Source: an optimization exercise on an open RTL-to-GDS flow (aim: small area and a short achievable clock period). Production flows keep margins and buffers that such runs may drop.
RTL that was checked went through simulation tests only; none was proved equivalent to the original.
Function not checked in run 1: the RTL went through the layout flow alone.
No activity file was given, so power comes from the tool's default toggle rates.

==> flow/run.sh <==
#!/bin/bash
# Own layout flow: the standard flow (standard.sh) with
#  - the standard flow's synthesis script, but an area-oriented ABC mapping script (flow/area.abc),
#    no full-adder extraction and no buffers on pass-through wires;
#  - sky130_fd_sc_hd__buf_1 as the buffer on every input and output port.
# Each tool's output goes to the ORFS logs under orfs/logs; make's output to flow_make.log.
set -euo pipefail
W=$(pwd)
# the ORFS synthesis script, with the ABC arguments re-pointed at our script
sed -e 's|^source \$::env(SCRIPTS_DIR)/synth_preamble.tcl$|&\nset abc_args [list -script '"$W"'/flow/area.abc {*}$lib_args {*}$lib_dont_use_args]|' \
    "$FLOW_HOME/scripts/synth.tcl" > "$W/synth_own_orfs.tcl"
grep -q "flow/area.abc" "$W/synth_own_orfs.tcl"
# The standard flow's synthesis wrapper, sourcing the patched script
sed -e "s|source \$::env(SCRIPTS_DIR)/synth.tcl|source $W/synth_own_orfs.tcl|" \
    "$W/synth_recipe.tcl" > "$W/synth_own.tcl"
grep -q "synth_own_orfs.tcl" "$W/synth_own.tcl"
bash "$W/standard.sh" \
    SYNTH_SCRIPT="$W/synth_own.tcl" \
    SYNTH_INSBUF=0 \
    SETUP_SLACK_MARGIN=238 \
    ADDER_MAP_FILE= \
    "BUFFER_PORTS_ARGS=-buffer_cell sky130_fd_sc_hd__buf_1" \
    finish > "$W/flow_make.log" 2>&1
test -s "$W/out/final.def"
==> flow/area.abc <==
strash
&get -n
&st
&syn2
&dch -f
&nf -R 1000
&put
==> standard.sh <==
#!/bin/bash
# synth_recipe.tcl (not shown) runs the flow's synth.tcl, then flattens the netlist and writes it again
# the make line also repeats each setting of config.mk as NAME=value (left out here)
make -C /OpenROAD-flow-scripts/flow DESIGN_CONFIG=/design/flow/config.mk WORK_HOME=/design/flow/orfs CLKGATE_MAP_FILE= SYNTH_SCRIPT=/design/flow/synth_recipe.tcl "${@:-finish}"
==> config.mk <==
export PLATFORM = sky130hd
export DESIGN_NAME = packet_identifier
export DESIGN_NICKNAME = packet_identifier
export VERILOG_FILES = /design/flow/design.v
export SDC_FILE = /design/flow/constraint.sdc
export NUM_CORES = 4
export LEC_CHECK = 0
export ABC_AREA = 1
export CAP_MARGIN = 20
export CELL_PAD_IN_SITES_DETAIL_PLACEMENT = 2
export CELL_PAD_IN_SITES_GLOBAL_PLACEMENT = 2
export CORE_AREA = 4 4 1046 156
export DIE_AREA = 0 0 1050 160
export PLACE_DENSITY = 0.4
export SLEW_MARGIN = 20
==> constraint.sdc <==
create_clock -name core_clock -period 500.0 [get_ports {clk}]
set_input_delay 100.0000 -clock core_clock [delete_from_list [all_inputs] [get_ports {clk}]]
set_output_delay 100.0000 -clock core_clock [all_outputs]
set_load 0.01 [all_outputs]
==> design.v <==
module packet_identifier #(
    parameter GEN1_PIPEWIDTH = 8,
    parameter GEN2_PIPEWIDTH = 16,
    parameter GEN3_PIPEWIDTH = 32,
    parameter GEN4_PIPEWIDTH = 8,
    parameter GEN5_PIPEWIDTH = 8
)(
    input  [511:0] data_in,
    input  [63:0]  DK,
    input          valid_pd,
    input  [2:0]   gen,
    input          linkup,
    input          clk,
    input          rst,
    input  [4:0]   numberOfDetectedLanes,
    input  [127:0] syncHeader,
    output [511:0] data_out,
    output [63:0]  pl_valid,
    output [63:0]  pl_dlpstart,
    output [63:0]  pl_dlpend,
    output [63:0]  pl_tlpstart,
    output [63:0]  pl_tlpedb,
    output [63:0]  pl_tlpend,
    output         w
);
assign data_out = data_in;
assign w = valid_pd & linkup;
wire m12 = (gen == 3'd1) | (gen == 3'd2);
reg [2:0] lb;    
reg       bnz;   
reg [2:0] ln;    
always @* begin
    bnz = 1'b1;
    case (gen)
        3'd1: lb = 3'd0;
        3'd2: lb = 3'd1;
        3'd3: lb = 3'd2;
        3'd4: lb = 3'd0;
        3'd5: lb = 3'd0;
        default: begin lb = 3'd0; bnz = 1'b0; end
    endcase
    case (numberOfDetectedLanes)
        5'b00001: ln = 3'd0;
        5'b00010: ln = 3'd1;
        5'b00100: ln = 3'd2;
        5'b01000: ln = 3'd3;
        default:  ln = 3'd4;
    endcase
end
wire [2:0] lv = lb + ln;   
wire [6:0] vseg;
assign vseg[0] = bnz;
assign vseg[1] = bnz & (lv >= 3'd1);
assign vseg[2] = bnz & (lv >= 3'd2);
assign vseg[3] = bnz & (lv >= 3'd3);
assign vseg[4] = bnz & (lv >= 3'd4);
assign vseg[5] = bnz & (lv >= 3'd5);
assign vseg[6] = bnz & (lv >= 3'd6);
reg       act_q, ty_q, hd_q, s1_q;
reg [1:0] lo_q;
reg [4:0] h_q;
reg [5:0] hx_q;
wire [64:0] act, ty, hd, s1, pend, z, o;        
wire [1:0]  lo [0:64];
wire [4:0]  h  [0:64];
wire [63:0] act_n, ty_n, hd_n, s1_n, pend_n, z_n, o_n;   
wire [1:0]  lo_n [0:63];
wire [4:0]  h_n  [0:63];
wire [63:0] b1ev;
assign act[0]  = act_q;
assign ty[0]   = ty_q;
assign hd[0]   = hd_q;
assign s1[0]   = s1_q;
assign lo[0]   = lo_q;
assign h[0]    = h_q;
assign pend[0] = 1'b0;
assign z[0]    = (h_q == 5'd0);
assign o[0]    = (h_q == 5'd1);
genvar i;
generate
    for (i = 0; i < 64; i = i + 1) begin : g_byte
        localparam integer SEG = (i == 0) ? 0 : (i < 2) ? 1 : (i < 4) ? 2 : (i < 8) ? 3 :
                                 (i < 16) ? 4 : (i < 32) ? 5 : 6;
        check_byte cb (
            .d(data_in[8*i +: 8]),
            .q(vseg[SEG] & m12),
            .p(vseg[SEG] & ~m12 & syncHeader[2*i+1] & ~syncHeader[2*i]),
            .dk(DK[i]),
            .act(act[i]), .ty(ty[i]), .hd(hd[i]), .s1(s1[i]),
            .lo(lo[i]), .h(h[i]), .pend(pend[i]), .z(z[i]), .o(o[i]),
            .act_o(act_n[i]), .ty_o(ty_n[i]), .hd_o(hd_n[i]), .s1_o(s1_n[i]),
            .lo_o(lo_n[i]), .h_o(h_n[i]), .pend_o(pend_n[i]), .z_o(z_n[i]), .o_o(o_n[i]),
            .tlpstart(pl_tlpstart[i]), .dlpstart(pl_dlpstart[i]), .tlpend(pl_tlpend[i]),
            .tlpedb(pl_tlpedb[i]), .dlpend(pl_dlpend[i]), .valid(pl_valid[i]),
            .b1(b1ev[i])
        );
        assign act[i+1] = act_n[i];
        assign ty[i+1]  = ty_n[i];
        assign hd[i+1]  = hd_n[i];
        assign s1[i+1]  = s1_n[i];
        assign lo[i+1]  = lo_n[i];
        if (i % 4 == 3) begin : g_sync
            wire [4:0] hm = h_n[i] - 5'd1;
            assign h[i+1]    = pend_n[i] ? hm : h_n[i];
            assign pend[i+1] = 1'b0;
            assign z[i+1]    = pend_n[i] ? (h_n[i] == 5'd1) : (h_n[i] == 5'd0);
            assign o[i+1]    = pend_n[i] ? (h_n[i] == 5'd2) : (h_n[i] == 5'd1);
        end else begin : g_pass
            assign h[i+1]    = h_n[i];
            assign pend[i+1] = pend_n[i];
            assign z[i+1]    = z_n[i];
            assign o[i+1]    = o_n[i];
        end
    end
endgenerate
reg [5:0] hsel;
integer kk;
always @* begin
    hsel = 6'd0;
    for (kk = 0; kk < 64; kk = kk + 1)
        hsel = hsel | ({6{b1ev[kk]}} & data_in[8*kk +: 6]);
end
wire anyb1 = |b1ev;
wire [5:0] hx_pre = anyb1 ? ((hsel == 6'd0) ? 6'd0 : hsel - 6'd1) : hx_q;
wire       norm = act[64] & ~hd[64] & ty[64] & ~h[64][4] & (hx_pre != 6'd0);
always @(posedge clk) begin
    if (!rst) begin
        act_q <= 1'b0;
        ty_q  <= 1'b0;
        hd_q  <= 1'b0;
        s1_q  <= 1'b0;
        lo_q  <= 2'd0;
        h_q   <= 5'd0;
        hx_q  <= 6'd0;
    end else begin
        act_q <= act[64];
        ty_q  <= ty[64];
        hd_q  <= hd[64];
        s1_q  <= s1[64];
        lo_q  <= lo[64];
        h_q   <= {h[64][4] | norm, h[64][3:0]};
        hx_q  <= norm ? hx_pre - 6'd1 : hx_pre;
    end
end
endmodule
module check_byte(
    input  [7:0] d,
    input        q,         
    input        p,         
    input        dk,        
    input        act, ty, hd, s1,
    input  [1:0] lo,
    input  [4:0] h,
    input        pend, z, o,
    output       act_o, ty_o, hd_o, s1_o,
    output [1:0] lo_o,
    output [4:0] h_o,
    output       pend_o, z_o, o_o,
    output       tlpstart, dlpstart, tlpend, tlpedb, dlpend, valid,
    output       b1
);
    wire k  = q & dk;
    wire dt = q & ~dk;
    wire hiF  = &d[7:4];
    wire isFB = hiF & (d[3:0] == 4'hB);
    wire isFD = hiF & (d[3:0] == 4'hD);
    wire isFE = hiF & (d[3:0] == 4'hE);
    wire isF0 = hiF & (d[3:0] == 4'h0);
    wire is5C = (d == 8'h5C);
    wire is53 = (d == 8'h53);
    wire isxF = &d[3:0];
    wire isC0 = (d == 8'hC0);
    wire kFB = k & isFB;
    wire k5C = k & is5C;
    wire kFD = k & isFD;
    wire kFE = k & isFE;
    wire stp  = p & ~act & ~s1 & isxF;    
    wire sdp1 = p & ~act & ~s1 & isF0;    
    wire sdp2 = p & s1 & is53;            
    wire ld   = stp | sdp2;
    wire dec  = p & act;                  
    wire l0   = (lo == 2'd0);
    wire fin  = dec & l0 & z;             
    wire bor  = dec & l0 & ~z;            
    assign b1 = p & hd & (lo == 2'd3);    
    wire tst  = p & hd & (lo == 2'd1);    
    wire hlz  = ~(|d[5:0]);               
    assign lo_o   = stp ? 2'd3 : sdp2 ? 2'd0 : lo - {1'b0, dec};
    assign h_o    = stp ? {1'b1, d[7:4]} : sdp2 ? 5'd2 : b1 ? {~hlz, h[3:0]} : h;
    assign pend_o = ~ld & (pend | bor);
    assign z_o    = ~ld & (b1 ? (hlz & (h[3:0] == 4'd0)) : bor ? o : z);
    assign o_o    = ~ld & (b1 ? (hlz & (h[3:0] == 4'd1)) : ~bor & o);
    assign act_o = kFB | k5C | stp | sdp2 | (act & ~fin & ~kFD & ~kFE);
    assign ty_o  = kFB | stp | (ty & ~k5C & ~sdp2);
    assign hd_o  = stp | (hd & ~tst);
    assign s1_o  = sdp1 | (s1 & ~sdp2);
    assign tlpstart = kFB | tst;
    assign dlpstart = k5C | sdp2;
    assign tlpend   = (kFD & act & ty) | (fin & ty & ~isC0);
    assign tlpedb   = kFE | (fin & ty & isC0);
    assign dlpend   = (kFD & act & ~ty) | (fin & ~ty);
    assign valid    = (dt & act) | (dec & ~hd & ~fin);
endmodule
==> impl_metrics.json, run 1 <==
{
  "status": "finished clean",
  "pre_cts_slack_ps": 223470,
  "initial_utilization_pct": 17.7,
  "fin_cells": 8999,
  "port_buffers": 1580,
  "hpwl_um": 208000,
  "overflow": 0,
  "setup_slack_ps": 241660,
  "area_growth_pct": 45.6,
  "nets": 7577,
  "start_kind": "input port",
  "finalSetupViolCount": 0,
  "synth.distinct_cells": 66,
  "worst_pin_slew_ps": 1020,
  "period_needed_ps": 258340,
  "first_global_vias": 48749,
  "p_per_area_nw_per_um2": 3.81,
  "synthArstFlopShare_pct": 0,
  "antenna_found_initial": 9,
  "first_pass_iters": 6,
  "cts_sinks": 17,
  "fin_skew_ps": 8.60,
  "p_leak_nw": 13.0,
  "hold_class": "reg -> reg",
  "syn_area_um2": 27500,
  "clock_latency_ps": 280,
  "post_drt_wl_per_cell_um": 26.4,
  "die-width_um": 1050,
  "path_max_fanout": 12,
  "syn_nets": 5759,
  "placedCellCount": 8869,
  "maxSlewHeadroom_pct": 31.2,
  "boundaryPins": 1613,
  "criticalPathCategory": "in -> out",
  "cts_root_buffer": "clkbuf_16",
  "postRouteAntennaNets": 0,
  "final_hold_viol_count": 0,
  "cts-hold-fix-buffers": 0,
  "slowest_stage": "or4b_4",
  "endpoint_kind": "output port",
  "max_freq_mhz": 3.87,
  "critPathMaxStageDelay_ps": 610,
  "via_count": 48241,
  "die_y_um": 160,
  "ir_worst_vdd_uv": 1.27,
  "gp_congestion": 0.890,
  "crit_top_cell": "nand2_1",
  "synth_edf_count": 0,
  "ys_warn_count": 1,
  "finalSetupTns_ps": 0,
  "drc": 0,
  "die_area_um2": 168000,
  "postSynthCellCount": 5043,
  "ys_ff_latch": 17,
  "ys_seq_area_share_pct": 1.24,
  "htree_levels": 1,
  "timing.final.crit_share_pct": 51.7,
  "syn_avg_cell_area_um2": 5.46,
  "finalMaxSlewViolations": 0,
  "rsz0062_at_grt": "no",
  "synth_top_flop_cell": "dfxtp_1",
  "grt_use_total_pct": 26.4,
  "cts.clk_slew.worst_paths_ps": 50,
  "rows": 55,
  "crit_required_ps": 400000,
  "arrival_ps": 158340,
  "grt_max_degree": 31,
  "max_cap_violations": 0,
  "cts.path.max_buffers": 2,
  "cts_tree": "yes",
  "drt_iter0_drc": 3520,
  "drive_above_1_share_pct": 9.40,
  "core-area_um2": 156000,
  "finalWirelength_um": 238000,
  "numCtsBuffers": 3,
  "grt_pass1_wl_um": 346000,
  "viasPerCell": 5.36
}
-- stage by stage --
step / hold WS (ps) / cell area (um^2) / power (mW) / util, %
detailed placement: 590 / 37100 / 0.132 / 23.8
floorplan: 519 / 27600 / 0.0847 / -
global route: 623 / 40100 / 0.167 / 25.7
CTS: 597 / 38600 / 0.142 / 24.8
global placement: 564 / 37100 / 0.130 / 23.8
finish: 588 / 40100 / 0.153 / 25.7
-- synthesized netlist by cell type (24+ instances only) --
master | number | area, um^2
nor2_1 | 944 | 3540
nand2_1 | 826 | 3100
nor3_1 | 373 | 1870
a21oi_1 | 351 | 1760
nand3_1 | 278 | 1390
o21ai_0 | 218 | 1090
clkinv_1 | 162 | 608
nand4_1 | 144 | 901
nor4_1 | 127 | 795
or2_0 | 108 | 676
nand2b_1 | 98 | 613
and3_1 | 96 | 601
xnor2_1 | 90 | 788
a221o_1 | 86 | 861
and2_0 | 80 | 500
nor2b_1 | 79 | 494
a211oi_1 | 70 | 526
a22oi_1 | 69 | 518
or4_1 | 69 | 518
or3_1 | 67 | 419
nor3b_1 | 55 | 413
nand3b_1 | 54 | 405
a31oi_1 | 52 | 325
o22ai_1 | 42 | 263
xor2_1 | 42 | 368
a221oi_1 | 38 | 333
o31ai_1 | 35 | 263
a22o_1 | 34 | 298
nor4b_1 | 33 | 289
a21o_1 | 25 | 188
and4_1 | 24 | 210
-- worst paths after layout --
kind                              to                from  depth (start not counted)  slack, ps
setup / recovery       pl_tlpend[63]              gen[2]                        304     241660
hold reg to reg   hx_q[5]$_SDFF_PN0_  hx_q[5]$_SDFF_PN0_                          2        590
hold / removal    hx_q[5]$_SDFF_PN0_  hx_q[5]$_SDFF_PN0_                          2        590
setup reg to reg  hx_q[4]$_SDFF_PN0_     s1_q$_SDFF_PN0_                        312     438750
-- what timing repair did --
action                                 4_1_cts  5_1_grt
gates resized for setup                    286      246
cloned                                       0        1
setup endpoints to repair                   88       44
pin swaps                                   30       47
endpoints found under the hold margin        0        0
setup buffers                               44       79
-- layout by cell type (no fill, tap or decap), types with 47 or more instances in the layout --
cell type  count
nor2_1       875
nand4_1      144
a211oi_1      55
o21ai_0      191
buf_4        231
or2_0         91
nor4_1        88
nor2b_1       67
a31oi_1       49
nand3b_1      54
a22oi_1       61
a221o_1       86
nand3_1      255
and2_0        69
or4_1         67
nor3b_1       47
a21oi_1      308
buf_1       1580
and3_1        82
nor3_1       339
or3_1         56
nand2_1      794
xnor2_1       86
nand2b_1      89
clkinv_1     157
-- report_power, final --
group / switching (mW) / internal (mW)
Sequential: 0.000389 / 0.00174
Combinational: 0.0993 / 0.0494
Clock: 0.000718 / 0.00109
Total: 0.100 / 0.0522
-- area by class of cell --
type	instances	area, um^2
clock inverters	1	7.51
well taps	2137	2670
flip-flops and latches	17	340
fillers	19944	116000
repair buffers	1813	7690
clock buffers	3	75.1
diodes	2	5.00
inverters	162	609
multi-input cells	4864	28700
-- worst max-delay path, delay by kind of cell --
kind | cells | cell delay [ps]
XOR/XNOR | 3 | 580
AND/OR/NAND/NOR | 224 | 42740
buffers and inverters | 27 | 4590
multiplexers | 1 | 370
AO/OA/AOI/OAI | 49 | 9960
-- kinds of logic after synthesis --
family,count (synthesis),synth area share (%)
multiplexers,10,0.386
buffers and inverters,162,2.21
AO/OA/AOI/OAI,1221,29.6
AND/OR/NAND/NOR,3501,62.3
flip-flops,17,1.24
XOR/XNOR,132,4.20
-- state kept, by name, summed over array words and instances, names as in the netlist --
signal and cells:
hx_q 6, s1_q 1, hd_q 1, lo_q 2
ty_q 1, h_q 5, act_q 1
-- metal layers --
metal	share of wire, %	global-route usage (%)
met1	53	42.0
met2	43	40.7
met3	3.1	1.09
met4	0.36	1.02
met5	0	0
==> inputs of run 2 (changes only) <==
--- a/design.v
+++ b/design.v
@@ -174,30 +174,27 @@
     wire k5C = k & is5C;
     wire kFD = k & isFD;
     wire kFE = k & isFE;
-    wire stp  = p & ~act & ~s1 & isxF;    
-    wire sdp1 = p & ~act & ~s1 & isF0;    
-    wire sdp2 = p & s1 & is53;            
-    wire ld   = stp | sdp2;
-    wire dec  = p & act;                  
     wire l0   = (lo == 2'd0);
-    wire fin  = dec & l0 & z;             
-    wire bor  = dec & l0 & ~z;            
-    assign b1 = p & hd & (lo == 2'd3);    
-    wire tst  = p & hd & (lo == 2'd1);    
-    wire hlz  = ~(|d[5:0]);               
-    assign lo_o   = stp ? 2'd3 : sdp2 ? 2'd0 : lo - {1'b0, dec};
-    assign h_o    = stp ? {1'b1, d[7:4]} : sdp2 ? 5'd2 : b1 ? {~hlz, h[3:0]} : h;
-    assign pend_o = ~ld & (pend | bor);
-    assign z_o    = ~ld & (b1 ? (hlz & (h[3:0] == 4'd0)) : bor ? o : z);
-    assign o_o    = ~ld & (b1 ? (hlz & (h[3:0] == 4'd1)) : ~bor & o);
-    assign act_o = kFB | k5C | stp | sdp2 | (act & ~fin & ~kFD & ~kFE);
-    assign ty_o  = kFB | stp | (ty & ~k5C & ~sdp2);
-    assign hd_o  = stp | (hd & ~tst);
-    assign s1_o  = sdp1 | (s1 & ~sdp2);
+    wire zb   = p & l0 & z;                
+    wire bor  = p & l0 & ~z;               
+    assign b1 = p & hd & (lo == 2'd3);     
+    wire tst  = p & hd & (lo == 2'd1);     
+    wire hlz  = ~(|d[5:0]);                
+    wire sdp2 = p & s1 & is53;             
+    wire fin  = act & zb;
+    assign act_o  = act ? ~(kFD | kFE | zb) : (kFB | k5C | (p & (s1 ? is53 : isxF)));
+    assign lo_o   = act ? lo - {1'b0, p} : {~s1, ~s1};
+    assign h_o    = act ? (b1 ? {~hlz, h[3:0]} : h) : (s1 ? 5'd2 : {1'b1, d[7:4]});
+    assign pend_o = act & (pend | bor);
+    assign z_o    = act & (b1 ? (hlz & (h[3:0] == 4'd0)) : bor ? o : z);
+    assign o_o    = act & (b1 ? (hlz & (h[3:0] == 4'd1)) : ~bor & o);
+    assign hd_o   = act ? (hd & ~tst) : (p & ~s1 & isxF);
+    assign ty_o   = act ? (kFB | (ty & ~k5C)) : (kFB | (p & ~s1));
+    assign s1_o   = ~act & (s1 ? ~(p & is53) : (p & isF0));
     assign tlpstart = kFB | tst;
     assign dlpstart = k5C | sdp2;
-    assign tlpend   = (kFD & act & ty) | (fin & ty & ~isC0);
+    assign tlpend   = act & ((kFD & ty) | (zb & ty & ~isC0));
     assign tlpedb   = kFE | (fin & ty & isC0);
-    assign dlpend   = (kFD & act & ~ty) | (fin & ~ty);
-    assign valid    = (dt & act) | (dec & ~hd & ~fin);
+    assign dlpend   = act & ((kFD & ~ty) | (zb & ~ty));
+    assign valid    = act & (dt | (p & ~hd & ~zb));
 endmodule
--- a/flow/run.sh
+++ b/flow/run.sh
@@ -17,7 +17,7 @@
 bash "$W/standard.sh" \
     SYNTH_SCRIPT="$W/synth_own.tcl" \
     SYNTH_INSBUF=0 \
-    SETUP_SLACK_MARGIN=238 \
+    SETUP_SLACK_MARGIN=245 \
     ADDER_MAP_FILE= \
     "BUFFER_PORTS_ARGS=-buffer_cell sky130_fd_sc_hd__buf_1" \
     finish > "$W/flow_make.log" 2>&1
==> run 2 against run 1 <==
Effect of this change: via count grew 2.1%; non-clock buffer count decreased by 41; combinational power decreased by 61%; utilization about the same; sequential share of layout area is essentially flat; sequential cell count did not move; worst hold slack got worse by 15 ps; final cell count decreased by 0.41%; total power decreased by 60%; design area fell by 0.14%; wire length up 3.1%.
==> impl_metrics.json, run 2 <==
{
  "synth_common_cells": "nand2_1 (844), nor2_1 (806), nor3_1 (386)",
  "synth.distinct_cells": 69,
  "synth_area_leaders": "nand2_1 (11%), nor2_1 (11%), nor3_1 (6.9%)",
  "synthArstFlopShare_pct": 0,
  "die_area_um2": 168000,
  "rsz0062_at_grt": "no",
  "viasPerCell": 5.50,
  "final_util_pct": 25.7,
  "gp_congestion": 0.914,
  "postRouteAntennaNets": 0,
  "final_area_um2": 40100,
  "p_leak_nw": 11.6,
  "fin_cells": 8962,
  "arrival_ps": 151500,
  "fin_skew_ps": 1.78,
  "use_met1_pct": 42.9,
  "syn_avg_cell_area_um2": 5.54,
  "postSynthCellCount": 5042,
  "finalSetupViolCount": 0,
  "regMostFlops": "hx_q",
  "drt_iter0_drc": 3924,
  "overflow": 0,
  "status": "finished clean",
  "post_drt_wl_per_cell_um": 27.4,
  "synth_edf_count": 0,
  "drc": 0,
  "start_kind": "input port",
  "syn_area_um2": 27900,
  "ys_seq_area_share_pct": 1.22,
  "slowest_stage": "o41ai_2",
  "final_common_cell": "buf_1",
  "initial_utilization_pct": 17.9,
  "maxSlewHeadroom_pct": 34.7,
  "synth_top_area_share_pct": 11.3,
  "timing.final.crit_share_pct": 50.3,
  "top_regs": "hx_q x6, h_q x5, lo_q x2",
  "period_needed_ps": 251500,
  "first_pass_iters": 6,
  "worst_pin_slew_ps": 976,
  "htree_levels": 1,
  "cts_root_buffer": "clkbuf_16",
  "core-area_um2": 156000,
  "hpwl_um": 213000,
  "p_per_area_nw_per_um2": 1.54,
  "crit_top_cell": "nand2_1",
  "nets": 7538,
  "finalSetupTns_ps": 0,
  "crit_required_ps": 400000,
  "drive_above_1_share_pct": 7.68,
  "grt_use_total_pct": 27.1,
  "cts-hold-fix-buffers": 0,
  "cts.path.max_buffers": 2,
  "path_max_fanout": 27,
  "cts_tree": "yes",
  "antenna_found_initial": 8,
  "grt-busiest-layer": "met1",
  "ir_worst_vdd_uv": 0.987,
  "endpoint_kind": "output port",
  "synth_top_flop_cell": "dfxtp_1",
  "max_freq_mhz": 3.98,
  "placed_area_um2": 37500,
  "final_cell_mix": "buf_1 (1576), nand2_1 (836), nor2_1 (743)",
  "critPathMaxStageDelay_ps": 650,
  "port_buffers": 1580,
  "finalMaxSlewViolations": 0,
  "area_growth_pct": 43.4,
  "final_hold_viol_count": 0,
  "rows": 55,
  "hold_class": "reg -> reg",
  "finalWirelength_um": 245000,
  "syn_nets": 5758,
  "clock_latency_ps": 270,
  "grt_max_degree": 28,
  "ys_ff_latch": 17,
  "die_y_um": 160,
  "criticalPathCategory": "in -> out",
  "synth_area_leader_cell": "nand2_1",
  "max_cap_violations": 0,
  "first_global_vias": 48961,
  "holdWs_ps": 572,
  "use_met3_pct": 2.39,
  "grt_pass1_wl_um": 353000,
  "numCtsBuffers": 3,
  "cts.clk_slew.worst_paths_ps": 60,
  "placedCellCount": 8872,
  "die-width_um": 1050,
  "largest_reg_flops": 6,
  "via_count": 49260,
  "cts_sinks": 17,
  "nFillCells": 19857,
  "grtUsageMet2_pct": 41.0,
  "ys_warn_count": 1,
  "boundaryPins": 1613,
  "synth_most_common_cell": "nand2_1"
}
-- run 2: cell count changes after synthesis, moves of 32 or more --
cell / change
o31ai_1: +32
nor2_1: -138
nor2b_1: -35
nor4_1: -59
a21oi_1: -57
nor3b_1: +33
and3_1: -40
o21ai_0: +104
a31oi_1: +39
-- run 2: worst max-delay path: cells and delay by family --
family	cells	cell delay (ps)
compound gates	84	16460
mux	1	390
xor+xnor	3	640
simple gates	116	26380
buf+inv	39	7390
-- run 2: power by group --
group / switching (mW) / internal [mW]
clock network: 0.000760 / 0.00109
logic: 0.0407 / 0.0171
registers: 0.000396 / 0.00165
total: 0.0419 / 0.0199
-- run 2: layout make-up --
type / instances / area (um^2) / area share (%)
well taps: 2137 / 2670 / 6.67
multi-input cells: 4867 / 28900 / 72.1
repair buffers: 1772 / 7440 / 18.6
diodes: 4 / 10.0 / 0.0250
clock buffers: 4 / 78.8 / 0.197
flip-flops and latches: 17 / 340 / 0.850
inverters: 161 / 622 / 1.55
-- run 2: timing repair --
| item | in CTS | in global routing |
|---|---|---|
| cloned | 3 | 0 |
| endpoints found under the setup margin | 82 | 46 |
| pin swaps | 10 | 31 |
| setup buffers | 12 | 67 |
| gates resized for setup | 231 | 278 |
-- run 2: routing by layer --
metal	wire [um]	vias up
li1	-	22938
met5	0	-
met2	104000	1113
met4	1540	0
met1	129000	25138
met3	11100	71
-- run 2: final timing paths --
path         slack (ps)               start                  to  cells after the start
max              248500              gen[2]       pl_tlpend[63]                    243
min                 570  hx_q[5]$_SDFF_PN0_  hx_q[5]$_SDFF_PN0_                      2
max reg2reg      445530    act_q$_SDFF_PN0_   h_q[4]$_SDFF_PN0_                    248
min reg2reg         570  hx_q[5]$_SDFF_PN0_  hx_q[5]$_SDFF_PN0_                      2
-- run 2: per-stage QoR --
step	setup slack, ps	total power, mW
final	248500	0.0618
after floorplan	245260	0.0290
after global routing	244710	0.0667
after CTS	245030	0.0578
after global placement	233200	0.0534
after detailed placement	232400	0.0540
-- run 2: cell families after synthesis --
kind of cell,share of synthesized area (%)
multiplexers,1.45
AND/OR/NAND/NOR,58.0
AO/OA/AOI/OAI,33.2
flip-flops,1.22
buffers and inverters,2.16
XOR/XNOR,3.98
==> inputs of run 3 (changes only) <==
--- a/flow/run.sh
+++ b/flow/run.sh
@@ -17,7 +17,7 @@
 bash "$W/standard.sh" \
     SYNTH_SCRIPT="$W/synth_own.tcl" \
     SYNTH_INSBUF=0 \
-    SETUP_SLACK_MARGIN=245 \
+    SETUP_SLACK_MARGIN=252 \
     ADDER_MAP_FILE= \
     "BUFFER_PORTS_ARGS=-buffer_cell sky130_fd_sc_hd__buf_1" \
     finish > "$W/flow_make.log" 2>&1
==> run 3 against run 2 <==
Effect of this change: register-to-register slack better by 5500 ps; non-clock buffer count rose by 218; synthesized area unchanged; clock power is 5% lower; die area stayed put; total power grew 16%; sequential power is essentially flat; critical path depth decreased by 6; still clean.
==> impl_metrics.json, run 3 <==
{
  "critical-path-top-delay-family": "simple AND/OR/NAND/NOR gates",
  "ir_worst_vdd_uv": 1.14,
  "grt_use_total_pct": 27.9,
  "overflow": 0,
  "final_util_pct": 28.5,
  "multiInputGateArea_um2": 31500,
  "die_area_um2": 168000,
  "max_freq_mhz": 4.06,
  "gp_congestion": 0.917,
  "cts.clk_slew.worst_paths_ps": 60,
  "finalSetupTns_ps": 0,
  "die_y_um": 160,
  "cts_sinks": 17,
  "drc": 0,
  "regArea_um2": 340,
  "timing.final.crit_share_pct": 49.2,
  "nets": 7767,
  "top_regs": "hx_q x6, h_q x5, lo_q x2",
  "area_growth_pct": 58.8,
  "synthArstFlopShare_pct": 0,
  "worst_pin_slew_ps": 1160,
  "synth_top_area_share_pct": 11.3,
  "slowest_stage": "or4_1",
  "core-area_um2": 156000,
  "regMostFlops": "hx_q",
  "ys_ff_latch": 17,
  "hpwl_um": 212000,
  "path_buf_inv": 38,
  "endpoint_kind": "output port",
  "grt_pass1_wl_um": 363000,
  "p_leak_nw": 13.5,
  "finalWirelength_um": 254000,
  "largest_reg_flops": 6,
  "cts-hold-fix-buffers": 0,
  "port_buffers": 1580,
  "critPathMaxStageDelay_ps": 590,
  "final_common_cell": "buf_1",
  "final_hold_viol_count": 0,
  "post_drt_wl_per_cell_um": 27.7,
  "syn_avg_cell_area_um2": 5.54,
  "hold_class": "reg -> reg",
  "rsz0062_at_grt": "no",
  "path_max_fanout": 23,
  "die-width_um": 1050,
  "holdWs_ps": 588,
  "finalMaxSlewViolations": 0,
  "period_needed_ps": 246200,
  "status": "finished clean",
  "postSynthCellCount": 5042,
  "htree_levels": 1,
  "via_count": 50777,
  "antenna_found_initial": 4,
  "syn_area_um2": 27900,
  "synth_top_flop_cell": "dfxtp_1",
  "synth_most_common_cell": "nand2_1",
  "initial_utilization_pct": 17.9,
  "maxSlewHeadroom_pct": 22.4,
  "nFillCells": 19643,
  "synth_area_leader_cell": "nand2_1",
  "arrival_ps": 146200,
  "synth_common_cells": "nand2_1 (844), nor2_1 (806), nor3_1 (386)",
  "criticalPathCategory": "in -> out",
  "syn_nets": 5758,
  "ys_seq_area_share_pct": 1.22,
  "cts_root_buffer": "clkbuf_16",
  "postRouteAntennaNets": 0,
  "numCtsBuffers": 3,
  "cts_tree": "yes",
  "fin_skew_ps": 2.14,
  "rows": 55,
  "grt_max_degree": 24,
  "start_kind": "input port",
  "boundaryPins": 1613,
  "crit_required_ps": 400000,
  "drt_iter0_drc": 3703,
  "synth_area_leaders": "nand2_1 (11%), nor2_1 (11%), nor3_1 (6.9%)",
  "ys_warn_count": 1,
  "synth.distinct_cells": 69,
  "synth_edf_count": 0,
  "first_global_vias": 50908,
  "p_per_area_nw_per_um2": 1.62,
  "max_cap_violations": 0,
  "final_cell_mix": "buf_1 (1572), nand2_1 (797), nor2_1 (685)",
  "cts.path.max_buffers": 2,
  "drive_above_1_share_pct": 16.2,
  "clock_latency_ps": 260,
  "first_pass_iters": 8,
  "viasPerCell": 5.53,
  "crit_top_cell": "buf_4",
  "finalSetupViolCount": 0
}
run 3: cell count changes in the layout (fill, tap and decap cells not counted), sizes merged:
cell	delta
nand2	+2
o21a	+1
a21oi	+2
o22ai	+2
clkinv	-8
a32oi	+1
buf	+218
clkbuf	-1
a31oi	+3
diode	-2
inv	+9
run 3: what timing repair did:
item,4_1_cts,5_1_grt
endpoints found under the hold margin,0,0
cloned,14,2
endpoints found under the setup margin,135,44
pin swaps,95,118
buffers inserted,190,149
gates resized for setup,614,450
run 3: layer usage:
layer / global-route usage [%] / share of wire (%)
met1: 44.1 / 52
met2: 42.7 / 43
met3: 1.71 / 4.1
met4: 1.38 / 0.52
met5: 0 / 0
run 3: cell families (layout without fill, tap and decap cells):
logic type | after synthesis | in the layout | share of synthesized area [%]
and+or+nand+nor | 3314 | 3316 | 58.0
AOI/OAI and AO/OA | 1384 | 1396 | 33.2
buffers and inverters | 161 | 2155 | 2.16
xor gates and xnor gates | 127 | 127 | 3.98
muxes | 39 | 39 | 1.45
DFF | 17 | 17 | 1.22
other | 0 | 2 | 0
run 3: final timing paths:
check                                     endpoint  cells after the start                from  slack (ps)
worst max-delay path                  pl_valid[63]                    237              gen[1]      253800
worst max register to register  hx_q[3]$_SDFF_PN0_                    243    act_q$_SDFF_PN0_      451010
worst min register to register  hx_q[5]$_SDFF_PN0_                      2  hx_q[5]$_SDFF_PN0_         590
worst min-delay path            hx_q[5]$_SDFF_PN0_                      2  hx_q[5]$_SDFF_PN0_         590
run 3: cell type report:
type	instances	area share (%)
Multi-Input combinational cell	4878	71.0
Clock inverter	1	0.0113
Antenna cell	2	0.0113
Sequential cell	17	0.767
Tap cell	2137	6.03
Clock buffer	3	0.169
Timing Repair Buffer	1990	20.6
Inverter	161	1.43
run 3: power breakdown:
group | internal [mW] | leakage (nW) | total, mW | switching (mW)
Sequential | 0.00165 | 0.140 | 0.00203 | 0.000381
Clock | 0.00108 | 0.0409 | 0.00176 | 0.000679
Combinational | 0.0224 | 13.4 | 0.0680 | 0.0456
Total | 0.0251 | 13.5 | 0.0718 | 0.0466
run 3: worst reg2reg max path: cells and delay by family (launching register included):
kind                      cells  cell delay [ps]
xor gates and xnor gates      2              370
muxes                         4             1140
DFF                           1              890
AOI/OAI and AO/OA            75            14910
buffers and inverters        35             5730
and+or+nand+nor             127            25860
run 3: stage by stage:
step | power, mW | setup slack (ps) | std cells | instance area, um^2
floorplan | 0.0297 | 252100 | 5042 | 28400
global placement | 0.0534 | 231070 | 8828 | 37500
detailed placement | 0.0539 | 230330 | 8828 | 37500
CTS | 0.0645 | 252010 | 9036 | 41400
global route | 0.0765 | 251470 | 9187 | 44400
finish | 0.0718 | 253800 | 9189 | 44400
==> inputs of run 4 (changes only) <==
--- a/flow/run.sh
+++ b/flow/run.sh
@@ -17,7 +17,7 @@
 bash "$W/standard.sh" \
     SYNTH_SCRIPT="$W/synth_own.tcl" \
     SYNTH_INSBUF=0 \
-    SETUP_SLACK_MARGIN=252 \
+    SETUP_SLACK_MARGIN=238 \
     ADDER_MAP_FILE= \
     "BUFFER_PORTS_ARGS=-buffer_cell sky130_fd_sc_hd__buf_1" \
     finish > "$W/flow_make.log" 2>&1
==> run 4 against run 3 <==
Effect of this change: sequential cell count did not move; worst hold slack got worse by 7.3 ps; largest power group unchanged; critical path depth down 4; count of clock-buffer cells in the layout did not move; highest routed layer unchanged; total power fell by 19%; non-clock buffer count is 298 lower; clock power is 8% higher; combinational power is about 20% lower; synthesized area stayed put.
==> impl_metrics.json, run 4 <==
{
  "status": "finished clean",
  "synth_mux_area_share_pct": 1.45,
  "holdWs_ps": 580,
  "synthArstFlopShare_pct": 0,
  "r2r-start": "h_q[2]$_SDFF_PN0_",
  "synthSimpleGateAreaFrac_pct": 58.0,
  "whs_path_depth": 2,
  "finalSetupTns_ps": 0,
  "port_buffers": 1580,
  "nets": 7456,
  "p_leak_nw": 11.0,
  "synth_common_cells": "nand2_1 (844), nor2_1 (806), nor3_1 (386)",
  "fin_skew_ps": 3.00,
  "ys_ff_latch": 17,
  "r2r_end": "h_q[4]$_SDFF_PN0_",
  "synth.distinct_cells": 69,
  "fin_cells": 8884,
  "final_cell_mix": "buf_1 (1580), nand2_1 (840), nor2_1 (775)",
  "largest_reg_flops": 6,
  "viasPerCell": 5.48,
  "slowest_stage": "a211oi_1",
  "area_growth_pct": 37.1,
  "ir_worst_vdd_uv": 1.11,
  "start_kind": "input port",
  "finalSetupViolCount": 0,
  "initial_utilization_pct": 17.9,
  "clockPowerShare_pct": 3.3,
  "die_y_um": 160,
  "critPathMaxStageDelay_ps": 760,
  "critical-path-top-delay-family": "simple AND/OR/NAND/NOR gates",
  "grt_use_total_pct": 26.9,
  "p_total_uw": 58.4,
  "arrival_ps": 157170,
  "seq_power_share_pct": 3.5,
  "endpoint_kind": "output port",
  "reg2reg_slack_ps": 440420,
  "drt_iter0_drc": 3879,
  "synth_top_flop_cell": "dfxtp_1",
  "reg2reg_depth": 237,
  "drc": 0,
  "cts_root_buffer": "clkbuf_16",
  "antenna_found_initial": 9,
  "first_global_vias": 48654,
  "syn_avg_cell_area_um2": 5.54,
  "placedCellCount": 8870,
  "boundaryPins": 1613,
  "htree_levels": 1,
  "intPower_uw": 18.0,
  "regMostFlops": "hx_q",
  "syn_nets": 5758,
  "switchingPower_uw": 40.4,
  "path_buf_inv": 25,
  "final_common_cell": "buf_1",
  "clock_latency_ps": 280,
  "placed_area_um2": 37500,
  "hpwl_um": 212000,
  "synth_xor_area_share_pct": 3.98,
  "gp_congestion": 0.902,
  "hold_class": "reg -> reg",
  "max_cap_violations": 0,
  "rows": 55,
  "criticalPathCategory": "in -> out",
  "final_area_um2": 38300,
  "finalMaxSlewViolations": 0,
  "p_per_area_nw_per_um2": 1.52,
  "timing.final.crit_share_pct": 51.4,
  "max_freq_mhz": 3.89,
  "synth_top_area_share_pct": 11.3,
  "first_pass_iters": 5,
  "synth_edf_count": 0,
  "finalWirelength_um": 242000,
  "synth_compound_gate_area_share_pct": 33.2,
  "nFillCells": 19885,
  "synth_top_family_by_area": "simple AND/OR/NAND/NOR gates",
  "core-area_um2": 156000,
  "cts.path.max_buffers": 2,
  "postSynthCellCount": 5042,
  "swShare_pct": 69.1,
  "ys_warn_count": 1,
  "crit_required_ps": 400000,
  "holdPathEnd": "hx_q[5]$_SDFF_PN0_",
  "cts-hold-fix-buffers": 0,
  "hp-start": "hx_q[5]$_SDFF_PN0_",
  "grt_max_degree": 28,
  "maxSlewHeadroom_pct": 32.2,
  "synthAdderAreaFrac_pct": 0,
  "numCtsBuffers": 3,
  "grt_pass1_wl_um": 351000,
  "final_hold_viol_count": 0,
  "synth_area_leader_cell": "nand2_1",
  "post_drt_wl_per_cell_um": 27.3,
  "cts_setup_buffers": 0,
  "cts_sinks": 17,
  "die-width_um": 1050,
  "postRouteAntennaNets": 0,
  "via_count": 48727,
  "period_needed_ps": 257170,
  "cts.clk_slew.worst_paths_ps": 70,
  "top_regs": "hx_q x6, h_q x5, lo_q x2",
  "path_max_fanout": 27,
  "power_frac_comb_pct": 93.2,
  "synth_most_common_cell": "nand2_1",
  "synth_area_leaders": "nand2_1 (11%), nor2_1 (11%), nor3_1 (6.9%)",
  "ys_seq_area_share_pct": 1.22,
  "worst_pin_slew_ps": 1000,
  "rsz0062_at_grt": "no",
  "syn_area_um2": 27900,
  "die_area_um2": 168000,
  "overflow": 0,
  "cts_tree": "yes",
  "drive_above_1_share_pct": 4.10,
  "crit_top_cell": "nand2_1"
}
==> run 4: cell types whose count changed in the layout (fill, tap and decap cells not counted), moves of 29 or more <==
cell,previous run,this run
o21ai_1,39,9
nor3_1,322,371
o21ai_0,227,305
buf_4,388,111
o21ai_2,45,8
nand3_1,262,299
nand3_2,31,2
nand2_2,43,3
nor2_4,49,16
nor2_2,72,15
a21oi_1,222,273
nand2_1,797,840
nor2_1,685,775
a21oi_4,33,2
==> run 4: cell type report <==
type / count / area [um^2] / area share [%]
tap: 2137 / 2670 / 6.98
inverter: 161 / 616 / 1.61
timing repair buffer: 1692 / 6770 / 17.7
antenna: 8 / 20.0 / 0.0522
sequential: 17 / 340 / 0.888
clock buffer: 3 / 75.1 / 0.196
multi-input combinational: 4865 / 27800 / 72.6
clock inverter: 1 / 5.00 / 0.0131
==> run 4: tightest hold or removal path: stages (launching register included) <==
cell	delay, ps
dfxtp_1	310
a21oi_1	70
nor3_1	150
==> run 4: cell families after synthesis <==
logic type,after synthesis
AOI/OAI and AO/OA,1384
xor gates and xnor gates,127
buffers and inverters,161
DFF,17
muxes,39
and+or+nand+nor,3314
==> run 4: per-layer routing <==
metal / track usage [%] / wire length (um) / vias to the layer above
met5: 0 / 0 / -
met4: 1.56 / 1360 / 0
met3: 2.40 / 10300 / 57
met2: 40.7 / 103000 / 999
met1: 42.4 / 128000 / 24895
li1: - / - / 22776
==> run 4: worst max path at each step <==
stage,startpoint,end,cells after the start
after detailed placement,gen[1],pl_valid[63],234
after global routing,gen[1],pl_valid[63],261
after global placement,gen[0],pl_valid[63],239
final,gen[1],pl_valid[63],233
after floorplan,gen[0],pl_valid[63],208
after CTS,gen[1],pl_valid[63],240
==> run 4: metrics by stage <==
step	utilization, %	setup slack [ps]
finish	24.6	242830
global placement	24.0	233470
detailed placement	24.1	232850
global route	24.6	237980
CTS	24.2	238080
floorplan	-	241290
==> run 4: power groups by stage <==
| stage | Clock, mW | Sequential (mW) | Combinational [mW] |
|---|---|---|---|
| 3_5_place_dp | 0 | 0.00204 | 0.0519 |
| 4_1_cts | 0.00193 | 0.00202 | 0.0524 |
| 6_report | 0.00190 | 0.00205 | 0.0544 |
| 5_1_grt | 0.00197 | 0.00208 | 0.0592 |
| 2_1_floorplan | 0 | 0.00183 | 0.0271 |
| 3_3_place_gp | 0 | 0.00203 | 0.0512 |
==> run 4: timing repair <==
action,4_1_cts,5_1_grt
resized for setup,51,156
endpoints found under the setup margin,35,46
pin swaps,0,1
gates cloned,0,1
==> inputs of run 5 (changes only) <==
--- a/design.v
+++ b/design.v
@@ -60,10 +60,10 @@
 reg [1:0] lo_q;
 reg [4:0] h_q;
 reg [5:0] hx_q;
-wire [64:0] act, ty, hd, s1, pend, z, o;        
+wire [64:0] act, ty, hd, s1, pend, z;           
 wire [1:0]  lo [0:64];
 wire [4:0]  h  [0:64];
-wire [63:0] act_n, ty_n, hd_n, s1_n, pend_n, z_n, o_n;   
+wire [63:0] act_n, ty_n, hd_n, s1_n, pend_n, z_n;   
 wire [1:0]  lo_n [0:63];
 wire [4:0]  h_n  [0:63];
 wire [63:0] b1ev;
@@ -75,7 +75,6 @@
 assign h[0]    = h_q;
 assign pend[0] = 1'b0;
 assign z[0]    = (h_q == 5'd0);
-assign o[0]    = (h_q == 5'd1);
 genvar i;
 generate
     for (i = 0; i < 64; i = i + 1) begin : g_byte
@@ -87,9 +86,9 @@
             .p(vseg[SEG] & ~m12 & syncHeader[2*i+1] & ~syncHeader[2*i]),
             .dk(DK[i]),
             .act(act[i]), .ty(ty[i]), .hd(hd[i]), .s1(s1[i]),
-            .lo(lo[i]), .h(h[i]), .pend(pend[i]), .z(z[i]), .o(o[i]),
+            .lo(lo[i]), .h(h[i]), .pend(pend[i]), .z(z[i]),
             .act_o(act_n[i]), .ty_o(ty_n[i]), .hd_o(hd_n[i]), .s1_o(s1_n[i]),
-            .lo_o(lo_n[i]), .h_o(h_n[i]), .pend_o(pend_n[i]), .z_o(z_n[i]), .o_o(o_n[i]),
+            .lo_o(lo_n[i]), .h_o(h_n[i]), .pend_o(pend_n[i]), .z_o(z_n[i]),
             .tlpstart(pl_tlpstart[i]), .dlpstart(pl_dlpstart[i]), .tlpend(pl_tlpend[i]),
             .tlpedb(pl_tlpedb[i]), .dlpend(pl_dlpend[i]), .valid(pl_valid[i]),
             .b1(b1ev[i])
@@ -104,12 +103,10 @@
             assign h[i+1]    = pend_n[i] ? hm : h_n[i];
             assign pend[i+1] = 1'b0;
             assign z[i+1]    = pend_n[i] ? (h_n[i] == 5'd1) : (h_n[i] == 5'd0);
-            assign o[i+1]    = pend_n[i] ? (h_n[i] == 5'd2) : (h_n[i] == 5'd1);
         end else begin : g_pass
             assign h[i+1]    = h_n[i];
             assign pend[i+1] = pend_n[i];
             assign z[i+1]    = z_n[i];
-            assign o[i+1]    = o_n[i];
         end
     end
 endgenerate
@@ -151,11 +148,11 @@
     input        act, ty, hd, s1,
     input  [1:0] lo,
     input  [4:0] h,
-    input        pend, z, o,
+    input        pend, z,
     output       act_o, ty_o, hd_o, s1_o,
     output [1:0] lo_o,
     output [4:0] h_o,
-    output       pend_o, z_o, o_o,
+    output       pend_o, z_o,
     output       tlpstart, dlpstart, tlpend, tlpedb, dlpend, valid,
     output       b1
 );
@@ -186,8 +183,7 @@
     assign lo_o   = act ? lo - {1'b0, p} : {~s1, ~s1};
     assign h_o    = act ? (b1 ? {~hlz, h[3:0]} : h) : (s1 ? 5'd2 : {1'b1, d[7:4]});
     assign pend_o = act & (pend | bor);
-    assign z_o    = act & (b1 ? (hlz & (h[3:0] == 4'd0)) : bor ? o : z);
-    assign o_o    = act & (b1 ? (hlz & (h[3:0] == 4'd1)) : ~bor & o);
+    assign z_o    = act & (b1 ? (hlz & (h[3:0] == 4'd0)) : z);
     assign hd_o   = act ? (hd & ~tst) : (p & ~s1 & isxF);
     assign ty_o   = act ? (kFB | (ty & ~k5C)) : (kFB | (p & ~s1));
     assign s1_o   = ~act & (s1 ? ~(p & is53) : (p & isF0));
--- a/config.mk
+++ b/config.mk
@@ -9,7 +9,7 @@
 export CAP_MARGIN = 20
 export CELL_PAD_IN_SITES_DETAIL_PLACEMENT = 2
 export CELL_PAD_IN_SITES_GLOBAL_PLACEMENT = 2
-export CORE_AREA = 4 4 1046 156
-export DIE_AREA = 0 0 1050 160
+export CORE_AREA = 4 4 1116 116
+export DIE_AREA = 0 0 1120 120
 export PLACE_DENSITY = 0.4
 export SLEW_MARGIN = 20
==> run 5 against run 4 <==
Effect of this change: utilization up 5.2 points; setup slack better by 59 ps; fmax about the same; sequential power down 5%; largest power group unchanged; wire length down 21%; total power down 5.0%; design area down 5.9%; critical path depth up 17; sequential share of layout area up 0.056 points; synthesized cell count down 4.5%.
==> impl_metrics.json, run 5 <==
{
  "final_util_pct": 29.8,
  "r2r_end": "hx_q[2]$_SDFF_PN0_",
  "grt_max_degree": 31,
  "p_total_uw": 55.4,
  "area_growth_pct": 34.5,
  "port_buffers": 1580,
  "nets": 7191,
  "boundaryPins": 1613,
  "synth_area_leaders": "nand2_1 (12%), nor2_1 (11%), nor3_1 (7.0%)",
  "finalSetupViolCount": 0,
  "reg2reg_depth": 245,
  "arrival_ps": 157110,
  "crit_required_ps": 400000,
  "setup_slack_ps": 242890,
  "max_cap_violations": 0,
  "final_cell_mix": "buf_1 (1579), nand2_1 (823), nor2_1 (739)",
  "syn_avg_cell_area_um2": 5.57,
  "drt_iter0_drc": 3253,
  "holdWs_ps": 587,
  "numCtsBuffers": 3,
  "start_kind": "input port",
  "drive_above_1_share_pct": 2.95,
  "hold_class": "reg -> reg",
  "final_area_um2": 36100,
  "regMostFlops": "hx_q",
  "synthArstFlopShare_pct": 0,
  "reg2reg_slack_ps": 440740,
  "rsz0062_at_grt": "no",
  "clockPowerShare_pct": 3.0,
  "power_frac_comb_pct": 93.5,
  "ir_worst_vdd_uv": 1.37,
  "fin_skew_ps": 2.54,
  "die_area_um2": 134000,
  "period_needed_ps": 257110,
  "finalMaxSlewViolations": 0,
  "placed_area_um2": 35400,
  "maxSlewHeadroom_pct": 30.0,
  "criticalPathCategory": "in -> out",
  "rows": 40,
  "largest_reg_flops": 6,
  "post_drt_wl_per_cell_um": 23.4,
  "cts.path.max_buffers": 2,
  "regArea_um2": 340,
  "initial_utilization_pct": 22.2,
  "core-area_um2": 121000,
  "synth_most_common_cell": "nand2_1",
  "path_max_fanout": 23,
  "synth_common_cells": "nand2_1 (825), nor2_1 (771), nor3_1 (375)",
  "die_y_um": 120,
  "synth.distinct_cells": 71,
  "finalSetupTns_ps": 0,
  "ys_warn_count": 1,
  "postRouteAntennaNets": 0,
  "nFillCells": 15840,
  "first_pass_iters": 5,
  "grt_pass1_wl_um": 287000,
  "synth_top_area_share_pct": 11.6,
  "final_common_cell": "buf_1",
  "max_freq_mhz": 3.89,
  "ys_ff_latch": 17,
  "placedCellCount": 8149,
  "via_count": 45825,
  "critPathMaxStageDelay_ps": 650,
  "endpoint_kind": "output port",
  "p_leak_nw": 10.7,
  "cts.clk_slew.worst_paths_ps": 50,
  "synth_area_leader_cell": "nand2_1",
  "switchingPower_uw": 37.7,
  "whs_path_depth": 2,
  "hp-start": "hx_q[5]$_SDFF_PN0_",
  "r2r-start": "act_q$_SDFF_PN0_",
  "multiInputGateArea_um2": 26500,
  "ys_seq_area_share_pct": 1.27,
  "first_global_vias": 46720,
  "p_per_area_nw_per_um2": 1.54,
  "htree_levels": 1,
  "intPower_uw": 17.7,
  "hpwl_um": 164000,
  "worst_pin_slew_ps": 1040,
  "overflow": 0,
  "crit_top_cell": "nand2_1",
  "cts_tree": "yes",
  "holdPathEnd": "hx_q[5]$_SDFF_PN0_",
  "swShare_pct": 68.0,
  "cts_sinks": 17,
  "antenna_found_initial": 1,
  "viasPerCell": 5.62,
  "seq_power_share_pct": 3.5,
  "cts_root_buffer": "clkbuf_16",
  "finalWirelength_um": 191000,
  "die-width_um": 1120,
  "synth_edf_count": 0,
  "status": "finished clean",
  "drc": 0,
  "fin_cells": 8155,
  "synth_top_flop_cell": "dfxtp_1",
  "top_regs": "hx_q x6, h_q x5, lo_q x2",
  "grt_use_total_pct": 26.2,
  "pre_cts_slack_ps": 234440,
  "final_hold_viol_count": 0,
  "postSynthCellCount": 4815,
  "gp_congestion": 0.909,
  "timing.final.crit_share_pct": 51.4,
  "slowest_stage": "or4b_1",
  "syn_area_um2": 26800,
  "clock_latency_ps": 250,
  "syn_nets": 5531
}
-- run 5: cell types whose count changed after synthesis, moves of 26 or more --
cell     delta
nand3_1    -26
nor2_1     -35
a31oi_1    -27
xnor2_1    +29
nor3b_1    -29
o21ai_0    -52
-- run 5: power by group through the flow --
stage	Sequential (mW)	Combinational (mW)	Clock (mW)
floorplan	0.00183	0.0277	0
global placement	0.00192	0.0481	0
detailed placement	0.00193	0.0495	0
CTS	0.00192	0.0500	0.00171
global route	0.00198	0.0566	0.00178
finish	0.00194	0.0518	0.00167
-- run 5: timing repair --
action                                  4_1_cts  5_1_grt
hold buffers                                  0        0
endpoints found under the setup margin       28       45
buffers inserted                              0        1
resized for setup                            28      121
pin swaps                                     0        1
-- run 5: how the worst max path moves through the flow --
| stage | startpoint | end | slack, ps | cells after the start |
|---|---|---|---|---|
| 3_3_place_gp | gen[1] | pl_tlpend[63] | 236620 | 217 |
| 3_5_place_dp | gen[1] | pl_tlpend[63] | 234440 | 219 |
| 4_1_cts | gen[1] | pl_valid[63] | 238010 | 239 |
| 6_report | gen[0] | pl_tlpend[63] | 242890 | 250 |
| 5_1_grt | numberOfDetectedLanes[3] | pl_tlpend[63] | 237770 | 246 |
| 2_1_floorplan | gen[0] | pl_tlpend[63] | 242370 | 209 |
-- run 5: critical path, delay by kind of cell --
family | cells | cell delay [ps]
compound gates | 74 | 17020
mux | 2 | 570
xor+xnor | 3 | 560
simple gates | 137 | 31210
buf+inv | 34 | 7520
-- run 5: kinds of logic (layout without fill, tap and decap cells) --
family | Yosys count | after routing | synth area share, %
fa+ha+maj | 2 | 2 | 0.0747
flops | 17 | 17 | 1.27
buf+inv | 147 | 1806 | 2.06
other cells | 0 | 1 | 0
compound gates | 1311 | 1311 | 33.3
simple gates | 3152 | 3152 | 57.1
mux | 21 | 21 | 0.798
xor+xnor | 165 | 165 | 5.39
-- run 5: layout make-up --
class | count | area share (%)
multi-input combinational | 4651 | 73.5
tap | 1680 | 5.83
sequential | 17 | 0.944
clock buffer | 3 | 0.208
timing repair buffer | 1655 | 18.0
clock inverter | 1 | 0.0139
antenna | 1 | 0.00694
inverter | 147 | 1.53
-- run 5: routing by layer --
layer	up-vias	wire, um	GRT usage, %
met4	0	710	1.38
met2	840	87300	43.8
met1	23152	96500	38.9
met3	58	6690	0.924
li1	21775	-	-
met5	-	0	0
==> inputs of run 6 (changes only) <==
--- a/config.mk
+++ b/config.mk
@@ -9,7 +9,7 @@
 export CAP_MARGIN = 20
 export CELL_PAD_IN_SITES_DETAIL_PLACEMENT = 2
 export CELL_PAD_IN_SITES_GLOBAL_PLACEMENT = 2
-export CORE_AREA = 4 4 1116 116
-export DIE_AREA = 0 0 1120 120
+export CORE_AREA = 4 4 1046 156
+export DIE_AREA = 0 0 1050 160
 export PLACE_DENSITY = 0.4
 export SLEW_MARGIN = 20
==> run 6 against run 5 <==
Effect of this change: die area up 25%; critical path depth up 2; highest routed layer is now met5; setup slack worse by 190 ps; synthesized area unchanged; global-route usage up 0.97 points; non-clock buffer count up 33; largest power group unchanged; clock skew up 1.8 ps; sequential share of layout area about the same; sequential power about the same; synthesized cell count unchanged; via count up 3.6%.
==> impl_metrics.json, run 6 <==
{
  "synth_area_leader_cell": "nand2_1",
  "postSynthCellCount": 4815,
  "die_area_um2": 168000,
  "via_count": 47463,
  "synth_edf_count": 0,
  "syn_avg_cell_area_um2": 5.57,
  "cts-hold-fix-buffers": 0,
  "die_y_um": 160,
  "path_buf_inv": 40,
  "worst_pin_slew_ps": 1100,
  "critical-path-top-delay-family": "simple AND/OR/NAND/NOR gates",
  "hold_class": "reg -> reg",
  "final_util_pct": 23.8,
  "grt_max_degree": 31,
  "syn_area_um2": 26800,
  "final_common_cell": "buf_1",
  "finalSetupTns_ps": 0,
  "drt_iter0_drc": 4026,
  "numCtsBuffers": 3,
  "post_drt_wl_per_cell_um": 28.3,
  "cts_tree": "yes",
  "arrival_ps": 157300,
  "grtUsageMet2_pct": 41.0,
  "clock_latency_ps": 250,
  "htree_levels": 1,
  "synth.distinct_cells": 71,
  "synth_top_area_share_pct": 11.6,
  "path_max_fanout": 19,
  "viasPerCell": 5.49,
  "cts_root_buffer": "clkbuf_16",
  "timing.final.crit_share_pct": 51.5,
  "max_freq_mhz": 3.89,
  "grt-busiest-layer": "met1",
  "area_growth_pct": 38.5,
  "use_met1_pct": 43.4,
  "hpwl_um": 216000,
  "core-area_um2": 156000,
  "slowest_stage": "a2111oi_1",
  "cts.path.max_buffers": 2,
  "synthArstFlopShare_pct": 0,
  "antenna_found_initial": 11,
  "period_needed_ps": 257300,
  "finalWirelength_um": 244000,
  "first_global_vias": 47574,
  "syn_nets": 5531,
  "maxSlewHeadroom_pct": 26.8,
  "final_cell_mix": "buf_1 (1578), nand2_1 (822), nor2_1 (736)",
  "rsz0062_at_grt": "no",
  "largest_reg_flops": 6,
  "cts.clk_slew.worst_paths_ps": 50,
  "first_pass_iters": 5,
  "overflow": 0,
  "ys_warn_count": 1,
  "ys_seq_area_share_pct": 1.27,
  "grt_pass1_wl_um": 350000,
  "p_leak_nw": 10.9,
  "ys_ff_latch": 17,
  "rows": 55,
  "p_per_area_nw_per_um2": 1.60,
  "nets": 7224,
  "synth_top_flop_cell": "dfxtp_1",
  "drc": 0,
  "use_met3_pct": 1.56,
  "synth_common_cells": "nand2_1 (825), nor2_1 (771), nor3_1 (375)",
  "finalSetupViolCount": 0,
  "postRouteAntennaNets": 0,
  "ir_worst_vdd_uv": 0.850,
  "synth_most_common_cell": "nand2_1",
  "drive_above_1_share_pct": 4.10,
  "gp_congestion": 0.893,
  "endpoint_kind": "output port",
  "regMostFlops": "hx_q",
  "finalMaxSlewViolations": 0,
  "start_kind": "input port",
  "final_hold_viol_count": 0,
  "grt_use_total_pct": 27.1,
  "criticalPathCategory": "in -> out",
  "cts_sinks": 17,
  "max_cap_violations": 0,
  "fin_skew_ps": 4.33,
  "synth_area_leaders": "nand2_1 (12%), nor2_1 (11%), nor3_1 (7.0%)",
  "top_regs": "hx_q x6, h_q x5, lo_q x2",
  "status": "finished clean",
  "critPathMaxStageDelay_ps": 630,
  "die-width_um": 1050,
  "nFillCells": 19937,
  "initial_utilization_pct": 17.2,
  "port_buffers": 1580,
  "boundaryPins": 1613,
  "crit_required_ps": 400000
}
## run 6: cell counts after synthesis
No cell type changed its count.
## run 6: stage by stage
stage	cells	instance area, um^2	worst slack (ps)	power [mW]	hold slack [ps]
global placement	8633	36200	234120	0.0541	571
CTS	8637	36400	238070	0.0568	590
floorplan	4815	26800	242370	0.0295	530
detailed placement	8633	36200	233530	0.0547	577
global route	8647	37100	237910	0.0641	640
finish	8648	37100	242700	0.0593	595
## run 6: area by class of cell
type / count / area (um^2) / area share (%)
Clock buffer: 3 / 75.1 / 0.202
Clock inverter: 1 / 5.00 / 0.0135
Antenna cell: 4 / 10.0 / 0.0270
Tap cell: 2137 / 2670 / 7.20
Multi-Input combinational cell: 4651 / 26700 / 71.9
Inverter: 147 / 563 / 1.52
Sequential cell: 17 / 340 / 0.917
Timing Repair Buffer: 1688 / 6740 / 18.2
## run 6: power breakdown
part	switching (mW)	leakage [nW]	internal, mW	total, mW
clock network	0.000574	0.0409	0.00107	0.00165
registers	0.000264	0.140	0.00165	0.00191
logic	0.0401	10.7	0.0157	0.0557
total	0.0409	10.9	0.0184	0.0593
## run 6: worst paths after layout
check	depth (start not counted)	startpoint	to	slack, ps
setup reg to reg	258	h_q[0]$_SDFF_PN0_	hx_q[2]$_SDFF_PN0_	440310
setup / recovery	252	gen[0]	pl_tlpend[63]	242700
hold reg to reg	2	hx_q[5]$_SDFF_PN0_	hx_q[5]$_SDFF_PN0_	600
hold / removal	2	hx_q[5]$_SDFF_PN0_	hx_q[5]$_SDFF_PN0_	600
## run 6: routing by layer
metal  wire, um  vias up
li1           -    21847
met1     129000    24384
met2     103000     1158
met3      10500       70
met4       1340        4
met5         23        -
## run 6: cell families after synthesis
kind of cell | count (synthesis) | synth area share (%)
AOI/OAI and AO/OA | 1311 | 33.3
xor gates and xnor gates | 165 | 5.39
adders and majority gates | 2 | 0.0747
buffers and inverters | 147 | 2.06
DFF | 17 | 1.27
muxes | 21 | 0.798
and+or+nand+nor | 3152 | 57.1
## run 6: repair_timing
item / 4_1_cts / 5_1_grt
resized for setup: 40 / 168
pin swaps: 0 / 1
setup buffers: 0 / 7
endpoints found under the setup margin: 30 / 45
## run 6: worst register-to-register path, delay by kind of cell (launching register included)
family	cells	cell delay, ps
AND/OR/NAND/NOR	137	31070
AO/OA/AOI/OAI	77	18780
buffers and inverters	40	8700
XOR/XNOR	4	680
flip-flops	1	330
==> inputs of run 7 (changes only) <==
--- a/config.mk
+++ b/config.mk
@@ -7,9 +7,9 @@
 export LEC_CHECK = 0
 export ABC_AREA = 1
 export CAP_MARGIN = 20
-export CELL_PAD_IN_SITES_DETAIL_PLACEMENT = 2
-export CELL_PAD_IN_SITES_GLOBAL_PLACEMENT = 2
+export CELL_PAD_IN_SITES_DETAIL_PLACEMENT = 1
+export CELL_PAD_IN_SITES_GLOBAL_PLACEMENT = 1
 export CORE_AREA = 4 4 1046 156
 export DIE_AREA = 0 0 1050 160
-export PLACE_DENSITY = 0.4
+export PLACE_DENSITY = 0.5
 export SLEW_MARGIN = 20
==> run 7 against run 6 <==
Effect of this change: synthesized cell count is the same; via count up 6.2%; worst hold slack worse by 3.5 ps; setup slack got worse by 1100 ps; total power fell by 0.75%; non-clock buffer count shrank 15; critical endpoint is now pl_tlpstart[63]; final cell count barely moved; critical path depth down 12; utilization about the same; largest power group unchanged; sequential cell count did not move.
==> impl_metrics.json, run 7 <==
{
  "placedCellCount": 8624,
  "rows": 55,
  "cts.clk_slew.worst_paths_ps": 60,
  "top_regs": "hx_q x6, h_q x5, lo_q x2",
  "numCtsBuffers": 3,
  "syn_nets": 5531,
  "ys_ff_latch": 17,
  "post_drt_wl_per_cell_um": 31.6,
  "hold_class": "reg -> reg",
  "synth.distinct_cells": 71,
  "status": "finished clean",
  "synth_most_common_cell": "nand2_1",
  "cts_root_buffer": "clkbuf_16",
  "overflow": 0,
  "initial_utilization_pct": 17.2,
  "p_per_area_nw_per_um2": 1.59,
  "final_cell_mix": "buf_1 (1579), nand2_1 (822), nor2_1 (736)",
  "syn_area_um2": 26800,
  "port_buffers": 1580,
  "synth_common_cells": "nand2_1 (825), nor2_1 (771), nor3_1 (375)",
  "critPathMaxStageDelay_ps": 640,
  "regMostFlops": "hx_q",
  "regArea_um2": 340,
  "grt_pass1_wl_um": 372000,
  "via_count": 50401,
  "boundaryPins": 1613,
  "cts.path.max_buffers": 2,
  "grt-busiest-layer": "met1",
  "multiInputGateArea_um2": 26700,
  "grt_use_total_pct": 30.1,
  "final_area_um2": 37000,
  "start_kind": "input port",
  "ir_worst_vdd_uv": 1.14,
  "use_met1_pct": 46.9,
  "grtUsageMet2_pct": 37.6,
  "ys_seq_area_share_pct": 1.27,
  "drc": 0,
  "gp_congestion": 1.13,
  "antenna_found_initial": 39,
  "finalSetupViolCount": 0,
  "die_y_um": 160,
  "synth_top_area_share_pct": 11.6,
  "fin_skew_ps": 2.35,
  "endpoint_kind": "output port",
  "max_freq_mhz": 3.87,
  "first_global_vias": 45821,
  "synth_top_flop_cell": "dfxtp_1",
  "core-area_um2": 156000,
  "largest_reg_flops": 6,
  "grt_max_degree": 31,
  "final_common_cell": "buf_1",
  "criticalPathCategory": "in -> out",
  "crit_top_cell": "nand2_1",
  "slowest_stage": "or4b_1",
  "postRouteAntennaNets": 0,
  "placed_area_um2": 36200,
  "crit_required_ps": 400000,
  "drive_above_1_share_pct": 3.88,
  "holdWs_ps": 592,
  "cts_tree": "yes",
  "nets": 7209,
  "max_cap_violations": 0,
  "clock_latency_ps": 260,
  "synthArstFlopShare_pct": 0,
  "die_area_um2": 168000,
  "finalSetupTns_ps": 0,
  "htree_levels": 1,
  "finalWirelength_um": 274000,
  "ys_warn_count": 1,
  "synth_edf_count": 0,
  "use_met3_pct": 12.0,
  "first_pass_iters": 6,
  "viasPerCell": 5.83,
  "cts_sinks": 17,
  "cts-hold-fix-buffers": 0,
  "final_hold_viol_count": 0,
  "maxSlewHeadroom_pct": 9.86,
  "synth_area_leader_cell": "nand2_1",
  "die-width_um": 1050,
  "fin_cells": 8644,
  "arrival_ps": 158450,
  "syn_avg_cell_area_um2": 5.57,
  "drt_iter0_drc": 6738,
  "period_needed_ps": 258450,
  "worst_pin_slew_ps": 1340,
  "nFillCells": 20887,
  "p_leak_nw": 10.9,
  "rsz0062_at_grt": "no",
  "path_max_fanout": 18,
  "postSynthCellCount": 4815,
  "hpwl_um": 242000,
  "timing.final.crit_share_pct": 51.7,
  "area_growth_pct": 38.2,
  "synth_area_leaders": "nand2_1 (12%), nor2_1 (11%), nor3_1 (7.0%)",
  "finalMaxSlewViolations": 0
}
[run 7: kinds of logic after synthesis]
logic type               Yosys count  synth area share [%]
AND/OR/NAND/NOR                 3152                  57.1
AO/OA/AOI/OAI                   1311                  33.3
XOR/XNOR                         165                  5.39
buffers and inverters            147                  2.06
multiplexers                      21                 0.798
flip-flops                        17                  1.27
adder cells (fa/ha/maj)            2                0.0747
[run 7: final timing paths]
path	from	to	slack, ps	cells after the start
min	hx_q[5]$_SDFF_PN0_	hx_q[5]$_SDFF_PN0_	590	2
max reg2reg	h_q[0]$_SDFF_PN0_	hx_q[2]$_SDFF_PN0_	439170	252
min reg2reg	hx_q[5]$_SDFF_PN0_	hx_q[5]$_SDFF_PN0_	590	2
max	numberOfDetectedLanes[2]	pl_tlpstart[63]	241550	240
[run 7: metal layers]
metal,up-vias,share of wire (%)
met1,25438,48
met4,24,1.8
li1,21864,-
met2,2786,36
met5,-,0.082
met3,289,14
[run 7: critical path: cells and delay by family]
| kind | cells | cell delay (ps) |
|---|---|---|
| simple gates | 126 | 31740 |
| compound gates | 74 | 17600 |
| buf+inv | 35 | 7770 |
| mux | 2 | 580 |
| xor+xnor | 3 | 540 |
[run 7: stage by stage]
| step | power, mW | utilization, % | worst slack (ps) |
|---|---|---|---|
| final | 0.0589 | 23.8 | 241550 |
| after floorplan | 0.0295 | - | 242370 |
| after global routing | 0.0622 | 23.8 | 237900 |
| after detailed placement | 0.0531 | 23.3 | 233110 |
| after global placement | 0.0526 | 23.3 | 233880 |
| after CTS | 0.0553 | 23.4 | 238100 |
[run 7: area by class of cell]
type	count	share of cell area, %
Sequential cell	17	0.919
Timing Repair Buffer	1673	17.9
Multi-Input combinational cell	4651	72.1
Clock buffer	3	0.203
Inverter	147	1.51
Clock inverter	1	0.0203
Antenna cell	15	0.101
Tap cell	2137	7.22
[run 7: report_power, final]
part | internal [mW] | switching (mW)
logic | 0.0151 | 0.0400
registers | 0.00165 | 0.000298
clock network | 0.00108 | 0.000640
total | 0.0179 | 0.0410
[run 7: timing repair]
action | in CTS | in global routing
gates resized for setup | 45 | 142
pin swaps | 0 | 1
buffers inserted | 0 | 1
endpoints found under the setup margin | 35 | 46
endpoints found under the hold margin | 0 | 0

afterwards: timing with drivers on the ports:
In the flow no input, the clock included, has a driving cell. The finished layouts below were timed again as built, in two steps. Step 1 assumes that a clkbuf_16 drives the clock port and a buf_2 every other input. Step 2, shift: input delay + t, output delay - t, t = (earliest + latest rising clock arrival at the registers) / 2. This alone moves slack from input paths to output paths. a / b / c = ideal / step 1 / step 2; a / b = the first two.
run	t (ns)	setup slack, ns
run 1	0.327	241.659 / 241.599 / 241.599
run 2	0.319	248.497 / 248.425 / 248.425
run 3	0.307	253.803 / 253.738 / 253.738
run 4	0.321	242.831 / 242.750 / 242.750
run 5	0.280	242.890 / 242.843 / 242.843
run 6	0.286	242.700 / 242.628 / 242.628
run 7	0.305	241.554 / 241.495 / 241.495
After both steps every run listed still meets setup and hold.
